Source: an optimization exercise on an open RTL-to-GDS flow (aim: a short achievable clock period and few clock cycles). Production flows keep margins and buffers that such runs may drop. In this exercise RTL edits were held to simulation tests only and were not proved equivalent to the original. Power figures rest on the tool's default switching activity, not on a simulated workload.

==> inputs of 05-23 <==
## Pipelined_CPU
module Pipelined_CPU(
    input clk,
    input reset,
    output reg [31:0] iaddr,
    input [31:0] idata,
    output reg [31:0] daddr,
    input [31:0] drdata,
    output reg [31:0] dwdata,
    output reg [3:0] we,
    output reg [31:0] pc
    );
export LEC_CHECK = 0
export CAP_MARGIN = 20
export CORE_MARGIN = 2
export CORE_UTILIZATION = 50
export SLEW_MARGIN = 20
create_clock -name core_clock -period 9.0 [get_ports {clk}]
standard.sh (not shown) runs the stock make flow with config.mk's settings and CLKGATE_MAP_FILE= SYNTH_SCRIPT=/design/flow/synth_recipe.tcl, a recipe that flattens the netlist after the stock synthesis.
==> flow/flow/run.sh <==
#!/bin/bash
set -euo pipefail
bash standard.sh SETUP_SLACK_MARGIN=5.5 finish > standard_make.log 2>&1
==> 04-14 (differences from 05-23) <==
--- a/flow/design.v
+++ b/flow/design.v
@@ -60,14 +60,10 @@
     reg        x_kill;      
     reg [31:0] x_a;         
     reg [31:0] x_b;         
     reg [31:0] x_sd;        
     reg [31:0] x_pre;       
-    reg [31:0] x_pc;
-    reg [19:0] x_uimm;      
-    reg [19:0] x_uimm_m1;
-    reg        x_auipc;
     reg [31:0] x_alt;       
     reg [4:0]  x_rd;
     reg        x_wen;       
     reg        x_load;
     reg        x_store;
@@ -79,34 +75,28 @@
     reg        x_sadd, x_sslt, x_ssltu, x_sxor, x_sor, x_sand, x_ssll, x_ssr;
     reg        x_m_eq, x_m_ne, x_m_lt, x_m_ge, x_m_ltu, x_m_geu;
     reg        x_fa, x_fb, x_fs;
     reg        x_addi;
     reg [31:0] x_nimm;
+    reg [19:0] x_pre_p1, x_pre_m1;
     reg        m_wen;
     reg        m_load;
     reg [4:0]  m_rd;
     reg [31:0] m_res;
     reg [2:0]  m_f3;
     reg [31:0] daddr_r;
     reg        w_wen;
     reg [4:0]  w_rd;
     reg [31:0] w_res;
     reg [31:0] rf [1:31];
-    reg        m_jump;
-    reg [31:0] m_jtarget;
-    wire ev = ~(x_kill | m_jump);
+    wire ev = ~x_kill;
     wire [31:0] a  = x_fa ? m_res : x_a;
     wire [31:0] b  = x_fb ? m_res : x_b;
     wire [31:0] sd = x_fs ? m_res : x_sd;
     wire [31:0] sum;
     wire        sum_co;
     ks_add #(32) u_add (.a(a), .b(b), .cin(x_sub), .s(sum), .cout(sum_co));
-    wire [19:0] auipc_hi, auipc_p1, auipc_m1;
-    wire        au_c0, au_c1, au_c2;
-    ks_add #(20) u_au   (.a(x_pc[31:12]), .b(x_uimm),    .cin(1'b0), .s(auipc_hi), .cout(au_c0));
-    ks_add #(20) u_au_p (.a(x_pc[31:12]), .b(x_uimm),    .cin(1'b1), .s(auipc_p1), .cout(au_c1));
-    ks_add #(20) u_au_m (.a(x_pc[31:12]), .b(x_uimm_m1), .cin(1'b0), .s(auipc_m1), .cout(au_c2));
     wire eq_ab = ~|(x_a ^ x_b);
     wire eq_mb = ~|(m_res ^ x_b);
     wire eq_am = ~|(x_a ^ m_res);
     wire ltu_ab, ltu_mb, ltu_am, lts_ab, lts_mb, lts_am;
     lt_tree #(32) u_ltu_ab (.a(x_a),   .b(x_b),   .lt(ltu_ab));
@@ -126,19 +116,18 @@
         ({32{x_sxor}}  & (a ^ b)) |
         ({32{x_sor}}   & (a | b)) |
         ({32{x_sand}}  & (a & b)) |
         ({32{x_ssll}}  & sll) |
         ({32{x_ssr}}   & srl) |
-        ({32{x_ispre}} & x_pre) |
-        ({32{x_auipc}} & {auipc_hi, x_pc[11:0]});
+        ({32{x_ispre}} & x_pre);
     wire [31:0] res = x_sadd ? sum : other;
     wire mispred = ev & ((x_m_eq & eq) | (x_m_ne & ~eq) |
                          (x_m_lt & lts) | (x_m_ge & ~lts) |
                          (x_m_ltu & ltu) | (x_m_geu & ~ltu));
     wire jump = ev & x_jalr;
-    wire x_redirect = mispred | m_jump;
-    wire [31:0] x_target = m_jump ? m_jtarget : x_alt;
+    wire x_redirect = mispred | jump;
+    wire [31:0] x_target = x_jalr ? {sum[31:1], 1'b0} : x_alt;
     reg [3:0]  st_we;
     reg [31:0] st_data;
     always @(*) begin
         st_data = sd;
         st_we   = 4'b0000;
@@ -194,35 +183,35 @@
     wire is_alur  = (op == 7'b0110011);
     wire use_rs1 = is_jalr | is_br | is_load | is_store | is_alui | is_alur;
     wire use_rs2 = is_br | is_store | is_alur;
     wire rs2_alu = is_br | is_alur;      
     wire wen     = (is_lui | is_auipc | is_jal | is_jalr | is_load | is_alui | is_alur) & (rd != 5'd0);
-    wire ispre   = is_lui | is_jal | is_jalr;
+    wire ispre   = is_lui | is_auipc | is_jal | is_jalr;
     wire [31:0] imm_i = {{20{ir[31]}}, ir[31:20]};
     wire [31:0] imm_s = {{20{ir[31]}}, ir[31:25], ir[11:7]};
     wire [31:0] imm_b = {{19{ir[31]}}, ir[31], ir[7], ir[30:25], ir[11:8], 1'b0};
     wire [31:0] imm_j = {{11{ir[31]}}, ir[31], ir[19:12], ir[20], ir[30:21], 1'b0};
     wire [31:0] imm   = is_store ? imm_s : imm_i;
     wire [31:0] f_tj, f_tb, f_pc4;
-    wire        f_c3, f_c4;
-    wire [12:0] tb_lo;
-    wire [20:0] tj_lo;
-    wire [18:0] pb_inc, pb_dec;
-    wire [10:0] pj_inc, pj_dec;
-    wire        cb_lo, cj_lo, cb_i, cb_d, cj_i, cj_d;
-    ks_add #(13) u_tb (.a(pc_r[12:0]), .b(imm_b[12:0]), .cin(1'b0), .s(tb_lo), .cout(cb_lo));
-    ks_add #(21) u_tj (.a(pc_r[20:0]), .b(imm_j[20:0]), .cin(1'b0), .s(tj_lo), .cout(cj_lo));
-    ks_add #(19) u_bi (.a(pc_r[31:13]), .b(19'd1), .cin(1'b0), .s(pb_inc), .cout(cb_i));
-    ks_add #(19) u_bd (.a(pc_r[31:13]), .b({19{1'b1}}), .cin(1'b0), .s(pb_dec), .cout(cb_d));
-    ks_add #(11) u_ji (.a(pc_r[31:21]), .b(11'd1), .cin(1'b0), .s(pj_inc), .cout(cj_i));
-    ks_add #(11) u_jd (.a(pc_r[31:21]), .b({11{1'b1}}), .cin(1'b0), .s(pj_dec), .cout(cj_d));
-    wire [18:0] tb_hi = (ir[31] == cb_lo) ? pc_r[31:13] : cb_lo ? pb_inc : pb_dec;
-    wire [10:0] tj_hi = (ir[31] == cj_lo) ? pc_r[31:21] : cj_lo ? pj_inc : pj_dec;
-    assign f_tb = {tb_hi, tb_lo};
-    assign f_tj = {tj_hi, tj_lo};
+    wire [19:0] auipc_hi;
+    wire        f_c1, f_c2, f_c3, f_c4;
+    ks_add #(32) u_tj (.a(pc_r), .b(imm_j), .cin(1'b0), .s(f_tj), .cout(f_c1));
+    ks_add #(32) u_tb (.a(pc_r), .b(imm_b), .cin(1'b0), .s(f_tb), .cout(f_c2));
     ks_add #(30) u_p4 (.a(pc_r[31:2]), .b(30'd1), .cin(1'b0), .s(f_pc4[31:2]), .cout(f_c3));
     assign f_pc4[1:0] = pc_r[1:0];
+    ks_add #(20) u_au (.a(pc_r[31:12]), .b(ir[31:12]), .cin(1'b0), .s(auipc_hi), .cout(f_c4));
+    wire [19:0] pc_hi_m1, au_p1, au_m1, lui_p1, lui_m1, pc4_p1, pc4_m1;
+    wire        cx1, cx2, cx3, cx4, cx5, cx6, cx7;
+    ks_add #(20) u_pcm (.a(pc_r[31:12]), .b({20{1'b1}}), .cin(1'b0), .s(pc_hi_m1), .cout(cx1));
+    ks_add #(20) u_aup (.a(pc_r[31:12]), .b(ir[31:12]),  .cin(1'b1), .s(au_p1),    .cout(cx2));
+    ks_add #(20) u_aum (.a(pc_hi_m1),    .b(ir[31:12]),  .cin(1'b0), .s(au_m1),    .cout(cx3));
+    ks_add #(20) u_lup (.a(ir[31:12]),   .b(20'd1),      .cin(1'b0), .s(lui_p1),   .cout(cx4));
+    ks_add #(20) u_lum (.a(ir[31:12]),   .b({20{1'b1}}), .cin(1'b0), .s(lui_m1),   .cout(cx5));
+    ks_add #(20) u_p4p (.a(f_pc4[31:12]), .b(20'd1),      .cin(1'b0), .s(pc4_p1),   .cout(cx6));
+    ks_add #(20) u_p4m (.a(f_pc4[31:12]), .b({20{1'b1}}), .cin(1'b0), .s(pc4_m1),   .cout(cx7));
+    wire [19:0] pre_p1 = is_lui ? lui_p1 : is_auipc ? au_p1 : pc4_p1;
+    wire [19:0] pre_m1 = is_lui ? lui_m1 : is_auipc ? au_m1 : pc4_m1;
     wire eqz_r = ~|(x_a ^ x_nimm);
     wire eqz_m = ~|(m_res ^ x_nimm);
     wire addi_zero = x_fa ? eqz_m : eqz_r;
     wire fuse = is_br && (f3[2:1] == 2'b00) && x_addi && ev &&
                 (((rs1 == x_rd) && (rs2 == 5'd0)) || ((rs2 == x_rd) && (rs1 == 5'd0)));
@@ -243,24 +232,17 @@
     wire [31:0] rv1 = p2a ? m_val : p3a ? w_res : rf1;
     wire [31:0] rv2 = p2b ? m_val : p3b ? w_res : rf2;
     wire alu_op = is_alur | is_alui;
     wire bt = is_br & ~f_pred;    
     wire bn = is_br & f_pred;     
-    wire [31:0] pre = is_lui ? {ir[31:12], 12'd0} : f_pc4;
-    wire        jf = is_jalr && (x_ispre || x_auipc) && p1a;
-    wire [19:0] x_pre_p1, x_pre_m1;
-    wire        jf_c1, jf_c2;
-    ks_add #(20) u_xpp (.a(x_pre[31:12]), .b(20'd1),      .cin(1'b0), .s(x_pre_p1), .cout(jf_c1));
-    ks_add #(20) u_xpm (.a(x_pre[31:12]), .b({20{1'b1}}), .cin(1'b0), .s(x_pre_m1), .cout(jf_c2));
+    wire [31:0] pre = is_lui ? {ir[31:12], 12'd0} :
+                      is_auipc ? {auipc_hi, pc_r[11:0]} : f_pc4;
+    wire        jf = is_jalr && x_ispre && p1a;
     wire [11:0] jf_lo;
     wire        jf_c;
-    wire [11:0] jb_lo = x_auipc ? x_pc[11:0] : x_pre[11:0];
-    wire [19:0] jb_hi = x_auipc ? auipc_hi : x_pre[31:12];
-    wire [19:0] jb_p1 = x_auipc ? auipc_p1 : x_pre_p1;
-    wire [19:0] jb_m1 = x_auipc ? auipc_m1 : x_pre_m1;
-    ks_add #(12) u_jf (.a(jb_lo), .b(ir[31:20]), .cin(1'b0), .s(jf_lo), .cout(jf_c));
-    wire [19:0] jf_hi = (ir[31] == jf_c) ? jb_hi : jf_c ? jb_p1 : jb_m1;
+    ks_add #(12) u_jf (.a(x_pre[11:0]), .b(ir[31:20]), .cin(1'b0), .s(jf_lo), .cout(jf_c));
+    wire [19:0] jf_hi = (ir[31] == jf_c) ? x_pre[31:12] : jf_c ? x_pre_p1 : x_pre_m1;
     wire [31:0] jf_target = {jf_hi, jf_lo[11:1], 1'b0};
     wire [31:0] pc_seq  = stall ? pc_r : jf ? jf_target : f_pred ? f_target : f_pc4;
     wire [31:0] pc_next = x_redirect ? x_target : pc_seq;
     always @(*) begin
         iaddr = pc_o;
@@ -271,20 +253,16 @@
     always @(posedge clk) begin
         if (reset) pc_r <= 32'd0;
         else       pc_r <= pc_next;
         pc_o <= pc_next & {32{~reset}};
         x_kill  <= x_redirect;
-        m_jump  <= !reset && jump;
-        m_jtarget <= {sum[31:1], 1'b0};
         x_a     <= rv1;
         x_b     <= rs2_alu ? (rv2 ^ {32{is_sub}}) : imm;
         x_sd    <= rv2;
         x_pre   <= pre;
-        x_pc    <= pc_r;
-        x_uimm  <= ir[31:12];
-        x_uimm_m1 <= ir[31:12] - 20'd1;
-        x_auipc <= is_auipc;
+        x_pre_p1 <= pre_p1;
+        x_pre_m1 <= pre_m1;
         x_addi  <= go && wen && is_alui && (f3 == 3'b000);
         x_nimm  <= ~imm_i + 32'd1;
         x_alt   <= f_pred ? f_pc4 : f_tb;
         x_rd    <= rd;
         x_wen   <= go && wen;
Settings changed: CORE_UTILIZATION 50 to 40.
==> notes <==
Of 04-14 and 05-23, 04-14 has the higher combinational power (gap about 23%, measured against 05-23). Against 05-23, the critical path depth of 04-14 is higher by 3. Of 05-23 and 04-14, 04-14 has the higher fmax (gap about 0.22%, measured against 04-14). Clock power: 05-23 is larger than 04-14 (3.4%). Of 04-14 and 05-23, 04-14 has the higher clock skew (gap 0.029 ns). In 04-14 the hold slack is lower than in 05-23, by 0.038 ns. Against 05-23, the design area of 04-14 is higher by about 4%. In 04-14 the wire length is larger than in 05-23, by about 10%. In 05-23 the clock-buffer cell count is higher than in 04-14, by 21. Between 05-23 and 04-14, the lower register-to-register slack is in 04-14 (gap 0.03 ns).
==> figures <==
Detailed Routing Iterations Pass 1: 04-14 7; 05-23 10
Compound-cell area share of the yosys netlist: 04-14 11.70%; 05-23 12.01%
Synth top area share: 04-14 36.64%; 05-23 36.72%
Area occupied by multi-input gates: 04-14 45760 sq um; 05-23 43310 sq um
Synth Area in Simple Gates: 04-14 8.096%; 05-23 8.331%
Crit path buffers/inverters: 04-14 3; 05-23 2
Share of power burned in the clock network: 04-14 37.2%; 05-23 39.1%
Global-route met3 utilization: 04-14 9.016%; 05-23 9.469%
Worst flop-to-flop path endpoint: 04-14 pc_r[20]; 05-23 pc_r[17]
Minimum clock period: 04-14 4.057 ns; 05-23 4.065 ns
Switching power share of the total: 04-14 30.09%; 05-23 28.02%
Area after detailed placement: 04-14 86990 sq um; 05-23 85810 sq um
Synthesized instance count: 04-14 6696; 05-23 6716
Die footprint: 04-14 206900 sq um; 05-23 165500 sq um
Share of the final layout cell area in sequential cells: 04-14 36.66%; 05-23 38.67%
Actual slew at the worst max-slew pin: 04-14 1.211 ns; 05-23 1.216 ns
Result of the run: 04-14 timing/DRC/antenna clean; 05-23 timing/DRC/antenna clean
# clk buffers: 04-14 204; 05-23 225
Max Freq: 04-14 246.5 MHz; 05-23 246.0 MHz
Post-synthesis net count: 04-14 7039; 05-23 7049
Logic pwr share: 04-14 21.6%; 05-23 17.8%
Cell repeated most along the worst path: 04-14 sky130_fd_sc_hd__buf_16; 05-23 sky130_fd_sc_hd__or3_4
Testbench counts of 05-23, summed over its fixed seeds: cycles 60,046.
Testbench counts of 04-14, summed over its fixed seeds: cycles 60,046.

-- separate check: timing with driven ports --
The flow's constraints put no driver on any port. The routed layouts listed below were extracted and timed again, unchanged, in two steps. Step 1, drivers: a clkbuf_16 drives clk and a buf_2 each remaining input, both assumed. Step 2 also shifts input and output timing later by t, the mid clock arrival at the registers, as if the neighbouring blocks saw the same clock. a / b / c = ideal ports / drivers / drivers and shift; a / b = the first two.
| run | t, ns | setup slack, ns | worst slew at a driven data input, ns |
|---|---|---|---|
| 05-23 | 0.891 | 4.935 / 4.849 / 3.958 | 0.39 |
| 04-14 | 0.964 | 4.943 / 4.635 / 3.672 | 0.50 |
After both steps every run listed still meets setup and hold. The setup slack of 04-14, which loses most, moves by -0.308 ns with the drivers and by -1.271 ns with both steps.
